From an optimization exercise on the open Yosys and OpenROAD flow, aimed at small area, a short achievable clock period and few clock cycles; shortcuts taken in it are not production practice. In this exercise RTL edits were held to simulation tests only and were not proved equivalent to the original.

### flow/config.mk
export PLATFORM = sky130hd
export DESIGN_NAME = minhash_core
export DESIGN_NICKNAME = minhash_core
export VERILOG_FILES = /design/flow/design.v
export SDC_FILE = /design/flow/constraint.sdc
export NUM_CORES = 4
export LEC_CHECK = 0
export CAP_MARGIN = 20
export CORE_MARGIN = 2
export CORE_UTILIZATION = 40
export SLEW_MARGIN = 20
### flow/constraint.sdc
create_clock -name core_clock -period 28.0 [get_ports {clk}]
set_input_delay 5.6000 -clock core_clock [delete_from_list [all_inputs] [get_ports {clk}]]
set_output_delay 5.6000 -clock core_clock [all_outputs]
set_load 0.01 [all_outputs]
### flow/design.v
module murmur_4bytes
(
  seed,
  chunk,
  hash    
);
  input  [31:0] seed;
  input  [31:0] chunk;
  output [31:0] hash;  
  assign hash = murmurblock(seed, chunk);
  function [31:0] murmurblock;
    input [31:0] seed, chunk;
    reg [31:0] k, key;
    localparam [31:0] c1 = 'hcc9e2d51; 
  	localparam [31:0] c2 = 'h1b873593;
  	localparam [31:0] m = 5;
  	localparam [31:0] n = 'he6546b64;
  	begin
      k = chunk;
      k = k * c1;
  	  k = {k[16:0], k[31:17]};  
  	  k = k * c2;
  	  key = seed;
      key = key ^ k;
      key = {key[18:0], key[31:19]};  
      murmurblock = key * m + n;
    end
  endfunction
endmodule
module rol13
  ( fourb_in,
    fourb_out
  );
  input [31:0] fourb_in;
  output [31:0] fourb_out;
  assign fourb_out[31:0] = {fourb_in[18:0], fourb_in[31:19]};  
endmodule
module rol15
  ( fourb_in,
    fourb_out
  );
  input [31:0] fourb_in;
  output [31:0] fourb_out;
  assign fourb_out[31:0] = {fourb_in[16:0], fourb_in[31:17]};
endmodule
module Hasher(
   seed,
   chunk,
   hash
);
input  [31:0] seed;
input  [127:0] chunk;
output [31:0] hash;
wire [31:0] murmur_outs [4:0];
assign murmur_outs[0] = seed;
assign hash = murmur_outs[4];
genvar i;
generate
    for (i=1; i<=4; i=i+1)
   begin : murmur_blocks_generator
    murmur_4bytes heap_comps (
                              .seed (murmur_outs[i-1]),
                              .chunk(chunk[32*i-1:32*(i-1)]),
                              .hash (murmur_outs[i])
                              );
   end
endgenerate
endmodule
module Comperator (
   clk,
   rstn,
   clr,
   en,
   i_done,
   i_key,
   i_val,
   o_key,
   o_val,
   o_min_val,
   o_ready
);
parameter key_width = 32;
parameter val_width = 16;
input wire						clk;
input wire						rstn;
input wire						clr;
input wire                       en;
input wire						i_done;
input wire     [key_width-1:0]		i_key;
input wire     [val_width-1:0]		i_val;
output reg		[key_width-1:0]		o_key;
output reg		[val_width-1:0]		o_val;
output reg     [val_width-1:0]		o_min_val;
output reg							o_ready;
reg				[key_width-1:0]		min_key;
wire			[key_width-1:0]		new_min_key;
wire			[val_width-1:0]		new_min_val;
wire			[key_width-1:0]		new_o_key;
wire			[val_width-1:0]		new_o_val;
wire                            take_new;
assign take_new    = ({i_key, i_val} < {min_key, o_min_val});
assign new_min_key = take_new ? i_key : min_key;
assign new_o_key   = take_new ? min_key : i_key;
assign new_min_val = take_new ? i_val : o_min_val;
assign new_o_val   = take_new ? o_min_val : i_val;
always @(posedge clk, negedge rstn) begin
   if (!rstn) begin
      min_key   <= ~0;
      o_key     <= ~0;
      o_min_val <= ~0;
      o_val     <= ~0;
      o_ready   <= 0;
   end
   else if (clr) begin
      min_key   <= ~0;
      o_key     <= ~0;
      o_min_val <= ~0;
      o_val     <= ~0;
      o_ready   <= 0;
   end
   else if (en == 1'b1 && !i_done) begin
      o_min_val <= new_min_val;
      o_val     <= new_o_val;
      min_key   <= new_min_key;
      o_key     <= new_o_key;
   end
   else if (i_done) begin
      o_ready <= 1;
   end
end
endmodule
module Sorter(
              clk,
              rstn,
              en,
              i_done,
              i_key,
              i_val,
              o_min_val,
              o_ready
              );
   parameter width = 32;  
   parameter val_width = 16;  
   parameter heap_size = 16;  
   input    wire              clk;
   input    wire              rstn;
   input	wire                 en;
   input    wire              i_done;
   input    wire [width-1:0]  i_key;
   input    wire [val_width-1:0] i_val;
   output   wire                 o_ready;
   output  wire [heap_size-1:0][val_width-1:0] o_min_val;
   wire [width-1:0]                            keys[heap_size:0];
   wire [val_width-1:0]                        vals[heap_size:0];
   wire                                        cell_done[heap_size:0];
   assign keys[0] = i_key;
   assign vals[0] = i_val;
   assign cell_done[0] = i_done;
   assign o_ready = cell_done[heap_size];
   genvar i;
   generate
      for (i=1; i<=heap_size; i=i+1)
        begin : comperators_generator
           Comperator heap_comps (
                                  .clk      (clk),
                                  .rstn     (rstn),
                                  .clr      (o_ready),
                                  .en       (en),
                                  .i_done   (cell_done[i-1]),
                                  .i_key    (keys[i-1]),
                                  .i_val    (vals[i-1]),
                                  .o_key    (keys[i]),
                                  .o_val    (vals[i]),
                                  .o_min_val(o_min_val[i-1]),
                                  .o_ready  (cell_done[i])
                                  );
        end
   endgenerate
endmodule
module KmerBuffer(
                  clk,
                  rstn,
                  i_write_data_ready,
                  i_write_data,
                  i_write_data_done,
                  i_sketch_ready,
                  o_ready_to_rcv_write,
                  o_kmer,
                  o_kmer_index,
                  o_kmer_ready,
                  o_kmer_done
                  );
   parameter  BYTE               = 8;
   parameter  KMER_SIZE          = 16;  
   parameter  INDEX_LENGTH       = 16;  
   input wire                       clk;
   input wire                       rstn;
   input wire                       i_write_data_ready;
   input wire [BYTE-1:0]            i_write_data;
   input wire                       i_write_data_done;
   input wire                       i_sketch_ready;  
   output wire                      o_ready_to_rcv_write;
   output wire [KMER_SIZE-1:0][BYTE-1:0] o_kmer;
   output reg [INDEX_LENGTH-1:0]         o_kmer_index;
   output reg                            o_kmer_ready;
   output reg                            o_kmer_done;
   reg                                   writer_pending;
   reg [KMER_SIZE-1:0][BYTE-1:0]         kmer_buffer;
   reg [INDEX_LENGTH-1:0]                curr_base_addr;
   wire                                  take_data;
   wire                                  take_done;
   assign o_ready_to_rcv_write = ~writer_pending;
   assign take_data = i_write_data_ready && o_ready_to_rcv_write;
   assign take_done = i_write_data_done && o_ready_to_rcv_write;
   assign o_kmer = kmer_buffer;
   always @(posedge clk or negedge rstn) begin
      if (!rstn) begin
         o_kmer_index   <= 0;
         o_kmer_ready   <= 0;
         o_kmer_done    <= 0;
         writer_pending <= 0;
         curr_base_addr <= 0;
      end
      else begin
         o_kmer_done <= take_done;
         if (take_done) begin
            writer_pending <= 1;
            curr_base_addr <= 0;
         end
         if (i_sketch_ready) begin
            writer_pending <= 0;
         end
         if (take_data) begin
            kmer_buffer    <= (kmer_buffer << BYTE) | i_write_data;
            curr_base_addr <= curr_base_addr + 1;
            o_kmer_ready   <= (curr_base_addr >= KMER_SIZE-1);
            o_kmer_index   <= curr_base_addr - (KMER_SIZE-1);
         end
         else begin
            o_kmer_ready <= 0;
         end
      end
   end
endmodule
module minhash_core(
                    clk,
                    rstn,
                    i_base_ready,
                    i_base,
                    i_done,
                    o_ready_to_rcv,
                    o_ready,
                    o_min_val
                    );
   parameter [31:0] seed = 32'h12345678;
   input wire          clk;
   input wire          rstn;
   input wire          i_base_ready;
   input wire [7:0]    i_base;
   input wire          i_done;
   output wire         o_ready_to_rcv;
   output wire         o_ready;
   output wire [255:0] o_min_val;
   wire [127:0]        db_kmer;
   wire [15:0]         db_kmer_index;
   wire                db_kmer_ready;
   wire                db_kmer_done;
   wire [31:0]         hasher_sig;
   KmerBuffer db(
                 .clk                  (clk),
                 .rstn                 (rstn),
                 .i_write_data_ready   (i_base_ready),
                 .i_write_data         (i_base),
                 .i_write_data_done    (i_done),
                 .i_sketch_ready       (o_ready),
                 .o_ready_to_rcv_write (o_ready_to_rcv),
                 .o_kmer               (db_kmer),
                 .o_kmer_index         (db_kmer_index),
                 .o_kmer_ready         (db_kmer_ready),
                 .o_kmer_done          (db_kmer_done)
                 );
   Hasher hasher(
                 .seed (seed),
                 .chunk(db_kmer),
                 .hash (hasher_sig)
                 );
   Sorter sorter(
                 .clk      (clk),
                 .rstn     (rstn),
                 .en       (1'b1),
                 .i_done   (db_kmer_done),
                 .i_key    (db_kmer_ready ? hasher_sig : 32'hffffffff),
                 .i_val    (db_kmer_ready ? db_kmer_index : 16'hffff),
                 .o_ready  (o_ready),
                 .o_min_val(o_min_val)
                 );
endmodule
### flow/run.sh
#!/bin/bash
# synth_recipe.tcl (not shown) runs the flow's synth.tcl, then flattens the netlist and writes it again
# the make line also repeats each setting of config.mk as NAME=value (left out here)
make -C /OpenROAD-flow-scripts/flow DESIGN_CONFIG=/design/flow/config.mk WORK_HOME=/design/flow/orfs CLKGATE_MAP_FILE= SYNTH_SCRIPT=/design/flow/synth_recipe.tcl finish
==> out/qor.txt <==
pin count of the biggest net entering global routing: 217
DRT Wirelength: 453,000 um
# DRC: 0
post-route ant nets: 0
routability congestion estimate: 0.911
# setup viols final: 0
Area growth syn-to-layout: 9.72%
Required @ worst endpoint: 28,760 ps
Synth Area per Inst: 9.89 um2
Hold Path Class: reg -> reg
number of vias per cell: 5.24
max-cap violations: 0
via count: 117,000
# hold bufs at CTS: 0
H-Tree Depth: 4
CTS Root Cell: clkbuf_16
worst stage delay on the critical path: 550 ps
Wirelength per Cell: 20.2 um
Post-Synthesis Cells: 16,800
die area: 420,000 um2
Fmax achieved: 0.0375 GHz
CTS buffer count: 202
share of layout cells above drive strength 1: 13.4%
number of synthesized flops with an enable pin: 128
Initial Util: 40.2%
CTS Buffer Depth: 4
Die W: 648 um
period utilization: 95.1%
core area: 413,000 um2
CP most frequent cell: fa_1
Least-Margin Pin Slew: 1200 ps
DP Wirelength: 357,000 um
drt pass-1 iters: 6
Worst-path clk slew: 60 ps
Critical Path Fanout Max: 16
CP arrival: 27,400 ps
Die Y: 648 um
total grt overflow: 0
Post-layout nets: 20,700
io pins: 270
first-pass GRT wire length: 715,000 um
Clock Sinks: 1,667
Buffers on Ports: 269
Clock Skew: 98.0 ps
Post-Layout Cell Count: 22,400
Critical Path Start Type: flop
Mapped Nets: 20,700
Mapped Area: 166,000 um2
synth unique cells: 88
yosys warns: 5
Max-Slew Margin vs Limit: 20.1%
initial antenna violation count: 4
Layout Utilization: 44.1%
initial DRC count: 7,187
vias in the first global route: 119,000
Max Slew Vio Count: 0
asr flop ratio synth: 92.3%
CP max stage cell: fa_1
register bit total from synthesis: 1,667
post-synthesis sequential area ratio: 26.6%
GRT met3 Usage: 1.96%
CP Class: reg -> reg
met2 usage: 36.3%
total track usage: 21.6%
row count: 236
prevailing post-synth register cell: dfstp_2
CTS tree: yes
Top Usage Layer GRT: met2
placed cells: 22,000
crit end category: flop
status: finished clean
Final min period: 26,640 ps
GR Util met1: 29.2%
Clock Latency Late Sink: 970 ps
Hold Vio Cnt, Final: 0
==> layout by cell type, fill, tap and decap left out, drive strengths merged, types with 230 or more instances in the layout <==
cell type,n
a21o,461
a21oi,521
a221oi,377
a22oi,230
buf,242
clkbuf,306
clkdlybuf4s50,268
dfstp,1488
fa,1389
ha,2495
inv,3142
mux2i,718
nand2,626
nor2,1218
nor3,491
nor4,351
o211ai,353
o21ai,262
xnor2,561
==> registers in the layout, summed over array words and instances (netlist names), 16 cells and up <==
signal	flops
sorter.comperators_generator.heap_comps.min_key	512
sorter.comperators_generator.heap_comps.o_key	480
sorter.comperators_generator.heap_comps.o_min_val	256
sorter.comperators_generator.heap_comps.o_val	240
db.kmer_buffer	128
db.curr_base_addr	16
db.o_kmer_index	16
sorter.comperators_generator.heap_comps.o_ready	16
==> per-stage QoR <==
| stage | hold WS [ps] | setup TNS (ps) | worst slack (ps) | area (um2) |
|---|---|---|---|---|
| floorplan | 426 | 0 | 1960 | 166000 |
| global placement | 438 | 0 | 259 | 175000 |
| detailed placement | 441 | -3660 | -145 | 175000 |
| CTS | 456 | 0 | 31.0 | 182000 |
| global route | 477 | -416 | -36.6 | 182000 |
| finish | 454 | 0 | 1360 | 182000 |
==> path summary, 6_finish.rpt <==
check                                    from                         end  slack, ps  cells after the start
max in group asynchronous                rstn  asynchronous set/reset pin      18840                      6
min in group asynchronous                rstn  asynchronous set/reset pin       4940                      1
max                         db.kmer_buffer[6]                        flop       1360                    118
max reg2reg                 db.kmer_buffer[6]                        flop       1360                    118
min reg2reg                db.kmer_buffer[28]          db.kmer_buffer[36]        450                      0
min                        db.kmer_buffer[28]          db.kmer_buffer[36]        450                      0
==> cell usage after synthesis (151+ instances only) <==
cell      instances  share of area [%]
xor2_1          151               0.80
ha_1           2495                 19
o211ai_1        353                1.6
o21ai_0         247               0.74
nor4_1          349                1.3
a22oi_1         230                1.0
nand2_1         626                1.4
dfstp_2        1488                 24
nor3_1          489                1.5
a21o_1          461                2.1
clkbuf_1        595                1.3
mux2i_1         718                4.3
fa_1           1389                 17
xnor2_1         557                2.9
a21oi_1         520                1.6
nor2_1         1217                2.8
inv_1          3137                7.1
a221oi_1        354                1.9
==> worst max-delay path, delay by kind of cell (launching register included) <==
| family | cells | cell delay, ps |
|---|---|---|
| adder cells (fa/ha/maj) | 29 | 11010 |
| AO/OA/AOI/OAI | 36 | 7330 |
| XOR/XNOR | 19 | 3300 |
| AND/OR/NAND/NOR | 17 | 2930 |
| buffers and inverters | 17 | 1440 |
| flip-flops | 1 | 510 |
==> layer usage <==
| layer | wire length [um] | vias to the layer above | part of all wire, % |
|---|---|---|---|
| li1 | - | 56700 | - |
| met4 | 16400 | 0 | 3.6 |
| met3 | 13900 | 486 | 3.1 |
| met2 | 217000 | 1720 | 48 |
| met5 | 0 | - | 0 |
| met1 | 205000 | 58500 | 45 |
==> logic make-up (layout without fill, tap and decap cells) <==
| group | count (synthesis) | after routing | share of synthesized area [%] |
|---|---|---|---|
| flops | 1667 | 1667 | 26.6 |
| compound gates | 2567 | 2567 | 10.9 |
| other cells | 0 | 5 | 0 |
| mux | 766 | 766 | 4.65 |
| xor+xnor | 719 | 719 | 3.87 |
| fa+ha+maj | 3887 | 3887 | 35.6 |
| simple gates | 3324 | 3324 | 9.49 |
| buf+inv | 3868 | 4019 | 8.90 |
==> layout make-up <==
type                       instances  area [um2]
antenna                            5        12.5
clock buffer                     304        5980
clock inverter                    66         955
fill                           39600      231000
inverter                        3137       11800
multi-input combinational      11300      108000
sequential                      1667       44300
tap                             5474        6850
timing repair buffer             512        4750
==> repair_timing <==
action,CTS,global route
endpoints found under the hold margin,0,0
endpoints found under the setup margin,96,96
resized for setup,3,62
cloned,0,2
pin swaps,0,21
buffers inserted,0,33
Testbench counts, summed over its fixed seeds: cycles 46,330.

## static timing again, ports no longer ideal
The results above use ideal ports. As a check the final layout listed here was re-extracted and re-timed, cells and wires unchanged.
Step 1: set_driving_cell puts a clkbuf_16 on clk and a buf_2 on each other input, an assumption about the parent block.
Step 2 also shifts input and output timing later by t, the mid clock arrival at the registers, as if the neighbouring blocks saw the same clock.
a / b / c = ideal ports / drivers / drivers and shift; a / b = the first two.
t (ns): 1.025
slack for setup (ns): 1.361 / 1.361 / 1.361
worst hold slack (ns): 0.454 / 0.454 / 0.454
worst setup path at the end: register to register
slew at the worst register clock pin (ns): 0.08 / 0.08
After both steps setup and hold are still met in this run. The setup slack of this run moves by 0.000 ns with the drivers and by 0.000 ns with both steps.
